From an optimization exercise on the open Yosys and OpenROAD flow, aimed at small area, a short achievable clock period and few clock cycles; shortcuts taken in it are not production practice.
In this exercise RTL edits were held to simulation tests only and were not proved equivalent to the original.

// fix_audio_ns
module fix_audio_ns(
	output reg ack,
	output reg overflow,
	output reg [15:0] tx_data,
	input [15:0] rx_data,
	input [51:0] conf,
	input req,
	input enable,
	input rstn, clk
);
export LEC_CHECK = 0
export CAP_MARGIN = 40
export CORE_MARGIN = 2
export CORE_UTILIZATION = 40
export SLEW_MARGIN = 60
create_clock -name core_clock -period 90.0 [get_ports {clk}]
run.sh (not shown) runs the stock make flow with config.mk's settings and CLKGATE_MAP_FILE= SYNTH_SCRIPT=/design/flow/synth_recipe.tcl, a recipe that flattens the netlist after the stock synthesis.
Testbench counts at the start, summed over its fixed seeds: cycles 41,920.
Edit:
--- a/flow/config.mk
+++ b/flow/config.mk
@@ -6,6 +6,6 @@
 export NUM_CORES = 4
 export LEC_CHECK = 0
-export CAP_MARGIN = 40
+export CAP_MARGIN = 20
 export CORE_MARGIN = 2
 export CORE_UTILIZATION = 40
-export SLEW_MARGIN = 60
+export SLEW_MARGIN = 20
=>
- The changed run finished clean
- register-to-register slack loses 1.2 ns
- clock-buffer cell count is unchanged
- via count stays flat
- synthesized cell count stays the same
- utilization falls by 0.75 points
- non-clock buffer count falls by 19

========
Setup of quartz:
fix_audio_ns, a different RTL version from the one above (not shown whole).
For scale: roughly 410 flip-flops, ~90 I/O pins, roughly 47,000 um2 of cells after synthesis.
## fix_audio_ns
module fix_audio_ns(
	output reg ack,
	output reg overflow,
	output reg [15:0] tx_data,
	input [15:0] rx_data,
	input [51:0] conf,
	input req,
	input enable,
	input rstn, clk
);
reg [51:0] cf;
always @(posedge clk)
	cf <= conf;
wire [1:0] sel_hpf = cf[1:0];
wire [1:0] sel_lpf = cf[3:2];
wire [15:0] pnc = cf[19:4];
wire [15:0] vol = cf[35:20];
wire [15:0] in_vol = cf[51:36];
wire hen = |sel_hpf;
wire len = |sel_lpf;
wire ken = |pnc;
wire vol_en = vol != 16'd1024;
wire iv_en = in_vol != 16'd1024;
function [15:0] hcoef(input [1:0] i, input [1:0] s);
	case (i)
	2'd0: hcoef = s == 2'b11 ? 16'd732 : s == 2'b10 ? 16'd931 : 16'd1011;
	2'd1: hcoef = s == 2'b11 ? -16'd732 : s == 2'b10 ? -16'd931 : -16'd1011;
	default: hcoef = s == 2'b11 ? 16'd441 : s == 2'b10 ? 16'd838 : 16'd998;
	endcase
endfunction
function [15:0] lbcoef(input [2:0] i, input [1:0] s);
	case (i)
	3'd0, 3'd5: lbcoef = s == 2'b11 ? 16'd30 : s == 2'b10 ? 16'd54 : 16'd321;
	3'd1, 3'd4: lbcoef = s == 2'b11 ? -16'd55 : s == 2'b10 ? -16'd3 : 16'd1362;
	default: lbcoef = s == 2'b11 ? 16'd33 : s == 2'b10 ? 16'd56 : 16'd2518;
	endcase
endfunction
function [15:0] lacoef(input [2:0] i, input [1:0] s);
	case (i)
	3'd0: lacoef = s == 2'b11 ? -16'd3507 : s == 2'b10 ? -16'd2266 : 16'd2270;
	3'd1: lacoef = s == 2'b11 ? 16'd5000 : s == 2'b10 ? 16'd2479 : 16'd2647;
	3'd2: lacoef = s == 2'b11 ? -16'd3656 : s == 2'b10 ? -16'd1413 : 16'd1729;
	3'd3: lacoef = s == 2'b11 ? 16'd1366 : s == 2'b10 ? 16'd444 : 16'd631;
	default: lacoef = s == 2'b11 ? -16'd206 : s == 2'b10 ? -16'd53 : 16'd100;
	endcase
endfunction
function [15:0] mag(input [15:0] a);
	mag = a[15] ? ~a + 16'd1 : a;
endfunction
  ...
export LEC_CHECK = 0
export CAP_MARGIN = 40
export CORE_MARGIN = 2
export CORE_UTILIZATION = 65
export SLEW_MARGIN = 60
create_clock -name core_clock -period 90.0 [get_ports {clk}]
Testbench counts of quartz, summed over its fixed seeds: cycles 34,560.
--- input diff quartz..tundra ---
- CORE_UTILIZATION changed from 65 to 40
- SLEW_MARGIN changed from 60 to 20
- CAP_MARGIN changed from 40 to 20
Findings:
quartz and tundra ended up with roughly the same total wirelength of the detailed-routed design. The lower non-clock buffer count came out of tundra. [compare] base=quartz new=tundra: setup slack of the critical path after layout shrank by 0.35 ns. On minimum hold slack: between tundra and quartz, it ends up lower for quartz. From tundra to quartz, share of flip-flops with an asynchronous set or reset after synthesis did not move at all. NOTE detailed route wirelength on metal2 quartz->tundra increased slightly.

## static timing again, ports no longer ideal
The results above use ideal ports. As a check the final layouts listed here were re-extracted and re-timed, cells and wires unchanged.
Step 1 sets driving cells, clkbuf_16 on the clock port and buf_2 on the other inputs (assumed; they add their load-dependent delay and slew).
Step 2 times the ports against the registers' clock, not the clock port: input delays grow and output delays shrink by t, the midpoint of the rising clock arrivals with the driver on.
Slacks: no drivers / after step 1 / after step 2; pairs: no drivers / after step 1.
| run | t (ns) | setup slack, ns | worst setup path at the end |
|---|---|---|---|
| the first run of note 1 | 0.700 | 69.750 / 69.801 / 69.101 | input to register |
| the second run of note 1 | 0.692 | 69.153 / 69.203 / 68.512 | input to register |
| quartz | 0.692 | 70.259 / 70.228 / 69.611 | input to register |
| tundra | 0.724 | 69.911 / 69.960 / 69.237 | input to register |
After both steps every run listed still meets setup and hold. The setup slack of tundra, which loses most, moves by +0.049 ns with the drivers and by -0.674 ns with both steps.
